This design comes from an exercise in tuning for small area and a short achievable clock period on the open sky130 flow, not from production work. RTL that was checked went through simulation tests only; none was proved equivalent to the original. No activity file was given, so power comes from the tool's default toggle rates.

Setup of south:
// MAC
module MAC #(parameter ABIT = 16, BBIT = 16, EBIT = 8)
(
	i_clk,
	i_a, i_b, i_loadVal,
	i_load, i_add, i_useMul,
	o_result
);
	input i_clk, i_load, i_add, i_useMul;
	input signed [15:0] i_a;
	input signed [15:0] i_b;
	input signed [39:0] i_loadVal;
	output signed [39:0] o_result;
  reg [39:0] S;
  reg [26:0] C;   
  wire one1;
  wire two2;
  wire neg3;
  wire x4;
  wire x5;
  wire x6;
  wire x7;
  wire x8;
  wire x9;
  wire x10;
  wire x11;
  wire x12;
  wire x13;
  wire x14;
  wire x15;
  wire x16;
  wire x17;
  wire x18;
  wire x19;
  wire pp20;
  wire pp21;
  wire pp22;
  wire pp23;
  wire pp24;
  wire pp25;
  wire pp26;
  wire pp27;
  wire pp28;
  wire pp29;
  wire pp30;
  wire pp31;
  wire pp32;
  wire pp33;
  wire pp34;
  wire pp35;
  wire pp36;
  wire pp37;
  wire negc38;
  wire one39;
  wire two40;
  wire neg41;
  wire x42;
  wire x43;
  wire x44;
  wire x45;
  wire x46;
  wire x47;
  wire x48;
  wire x49;
  wire x50;
  wire x51;
  wire x52;
  wire x53;
  wire x54;
  wire x55;
  wire x56;
  wire x57;
  wire pp58;
  wire pp59;
  wire pp60;
  wire pp61;
  wire pp62;
  wire pp63;
  wire pp64;
  wire pp65;
  wire pp66;
  wire pp67;
  wire pp68;
  wire pp69;
  wire pp70;
  wire pp71;
  wire pp72;
  wire pp73;
  wire pp74;
  wire pp75;
  wire negc76;
  wire one77;
  wire two78;
  wire neg79;
  wire x80;
  wire x81;
  wire x82;
  wire x83;
  wire x84;
  wire x85;
  wire x86;
  wire x87;
  wire x88;
  wire x89;
  wire x90;
  wire x91;
  wire x92;
  wire x93;
  wire x94;
  wire x95;
  wire pp96;
  wire pp97;
  wire pp98;
  wire pp99;
  wire pp100;
  wire pp101;
  wire pp102;
  wire pp103;
  wire pp104;
  wire pp105;
  wire pp106;
  wire pp107;
  wire pp108;
  wire pp109;
  wire pp110;
  wire pp111;
  wire pp112;
  wire pp113;
  wire negc114;
  wire one115;
  wire two116;
  wire neg117;
  wire x118;
  wire x119;
  wire x120;
  wire x121;
  wire x122;
  wire x123;
  wire x124;
  wire x125;
  wire x126;
  wire x127;
  wire x128;
  wire x129;
  wire x130;
  wire x131;
  wire x132;
  wire x133;
  ...
Size: ~1200 cells after synthesis, about 120 I/O pins, roughly 0.010 sq mm of cells after synthesis.
clock: 12.0 ns
lec_check: 0
cap_margin: 20
core_margin: 2
core_utilization: 60
cts_buf_list: sky130_fd_sc_hd__clkbuf_4 sky130_fd_sc_hd__clkbuf_8
place_density: 0.7
slew_margin: 20
standard.sh (not shown) runs the stock make flow with config.mk's settings and CLKGATE_MAP_FILE= SYNTH_SCRIPT=/design/flow/synth_recipe.tcl, a recipe that flattens the netlist after the stock synthesis.
==> flow/flow/run.sh <==
#!/bin/bash
set -euo pipefail
export BUFFER_PORTS_ARGS="-buffer_cell sky130_fd_sc_hd__buf_2"
export SYNTH_ARGS="-noabc"
export SETUP_SLACK_MARGIN=6.5
bash standard.sh > standard.log 2>&1
For west, these inputs were changed with respect to south:
--- a/flow/design.v
+++ b/flow/design.v
@@ -8,13 +8,13 @@
 	input i_clk, i_load, i_add, i_useMul;
 	input signed [15:0] i_a;
 	input signed [15:0] i_b;
 	input signed [39:0] i_loadVal;
 	output signed [39:0] o_result;
   reg [39:0] S;
-  reg [26:0] C;   
+  reg [27:0] C;   
   wire one1;
   wire two2;
   wire neg3;
   wire x4;
   wire x5;
   wire x6;
@@ -1003,14 +1003,14 @@
   assign n356 = n351 ^ n354 ^ n353;
   assign n357 = (n351 & n354) | (n351 & n353) | (n354 & n353);
   assign n358 = base309 ^ pp24 ^ pp60;
   assign n359 = (base309 & pp24) | (base309 & pp60) | (pp24 & pp60);
   assign n360 = pp96 ^ negc114 ^ n355;
   assign n361 = (pp96 & negc114) | (pp96 & n355) | (negc114 & n355);
-  assign n362 = n358 ^ n360 ^ n357;
-  assign n363 = (n358 & n360) | (n358 & n357) | (n360 & n357);
+  assign n362 = n358 ^ n360;
+  assign n363 = n358 & n360;
   assign n364 = base310 ^ pp25 ^ pp61;
   assign n365 = (base310 & pp25) | (base310 & pp61) | (pp25 & pp61);
   assign n366 = pp97 ^ n359 ^ n364;
   assign n367 = (pp97 & n359) | (pp97 & n364) | (n359 & n364);
   assign n368 = n361 ^ n366;
   assign n369 = n361 & n366;
@@ -1275,12 +1275,12 @@
   assign n628 = n626 ^ n623;
   assign n629 = n626 & n623;
   assign n630 = base335 ^ pp303 ^ n627;
   assign n631 = (base335 & pp303) | (base335 & n627) | (pp303 & n627);
   assign n632 = ~(base336 ^ n631);
   assign n633 = base336 | n631;
-  assign o_result = S + {1'b0, 1'b0, 1'b0, 1'b0, 1'b0, 1'b0, 1'b0, C[26], 1'b0, C[25], C[24], C[23], C[22], C[21], C[20], C[19], C[18], C[17], C[16], C[15], C[14], C[13], C[12], C[11], C[10], C[9], C[8], C[7], C[6], C[5], C[4], C[3], C[2], C[1], C[0], 1'b0, 1'b0, 1'b0, 1'b0, 1'b0};
+  assign o_result = S + {1'b0, 1'b0, 1'b0, 1'b0, 1'b0, 1'b0, 1'b0, C[27], 1'b0, C[26], C[25], C[24], C[23], C[22], C[21], C[20], C[19], C[18], C[17], C[16], C[15], C[14], C[13], C[12], C[11], C[10], C[9], C[8], C[7], C[6], C[5], C[4], C[3], C[2], C[1], C[0], 1'b0, 1'b0, 1'b0, 1'b0};
   always @(posedge i_clk) begin
-    S <= {btop345[7], btop345[6], btop345[5], btop345[4], btop345[3], btop345[2], btop345[1], btop345[0], n632, n629, n628, n621, n620, n609, n608, n593, n592, n573, n572, n549, n535, n521, n505, n489, n473, n457, n443, n429, n426, n405, n395, n392, n382, n369, n368, n362, n356, n352, n348, n346};
-    C <= {n633, n630, n625, n624, n615, n614, n601, n600, n583, n582, n561, n560, n548, n534, n520, n504, n488, n472, n456, n442, n428, n416, n404, n394, n384, n376, n363};
+    S <= {btop345[7], btop345[6], btop345[5], btop345[4], btop345[3], btop345[2], btop345[1], btop345[0], n632, n629, n628, n621, n620, n609, n608, n593, n592, n573, n572, n549, n535, n521, n505, n489, n473, n457, n443, n429, n426, n405, n395, n392, n382, n369, n363, n362, n356, n352, n348, n346};
+    C <= {n633, n630, n625, n624, n615, n614, n601, n600, n583, n582, n561, n560, n548, n534, n520, n504, n488, n472, n456, n442, n428, n416, n404, n394, n384, n376, n368, n357};
   end
 endmodule
### Flow results
- Against south, west comes in 1.3 points lower on switching power as a share of total power.
- What west reported for synthesized cell count has to be multiplied by 1.20 to get the figure for south.
- Summary of west over south: floorplan die area decreased 0.0015 sq mm, number of nets in the synthesized netlist shows a reduction of 14%.
- In the metrics for west and south, the one carrying the lower power share of the combinational group is west.
- Re minimum period implied by the final worst setup slack: west and south aren't equal, and the lower value belongs to west.
- Re highest net fanout along the worst path: west is 5 down on south.
- west vs south — number of rows created at floorplan dropped 2.
- Re final setup slack of the worst path: south was lower than west.
- Compared with south, areal power density over the cells in west decreased by a few percent.
- Lower area after synthesis goes to west over south.
- Summary of west over south: sequential cell fraction of total power saw an increase; sequential share of cell area climbed 1.0 points.
For south, only the layout was checked, not whether the RTL still works.

re-timing with driven ports:
The flow's constraints put no driver on any port. The routed layouts listed below were extracted and timed again, unchanged, in two steps.
Step 1 sets driving cells, clkbuf_16 on the clock port and buf_2 on the other inputs (assumed; they add their load-dependent delay and slew).
Step 2 also shifts input and output timing later by t, the mid clock arrival at the registers, as if the neighbouring blocks saw the same clock.
Slacks: ideal ports / drivers / drivers and shift; pairs: ideal ports / drivers.
run	t, ns	setup slack, ns	hold slack, ns	pins driven straight from the clock port
south	0.398	6.528 / 6.520 / 6.122	0.656 / 0.656 / 0.656	1
west	0.407	6.540 / 6.561 / 6.154	0.646 / 0.646 / 0.646	1
After both steps every run listed still meets setup and hold. For south, which loses most, drivers alone change the setup slack by -0.008 ns; drivers and shift together by -0.406 ns.
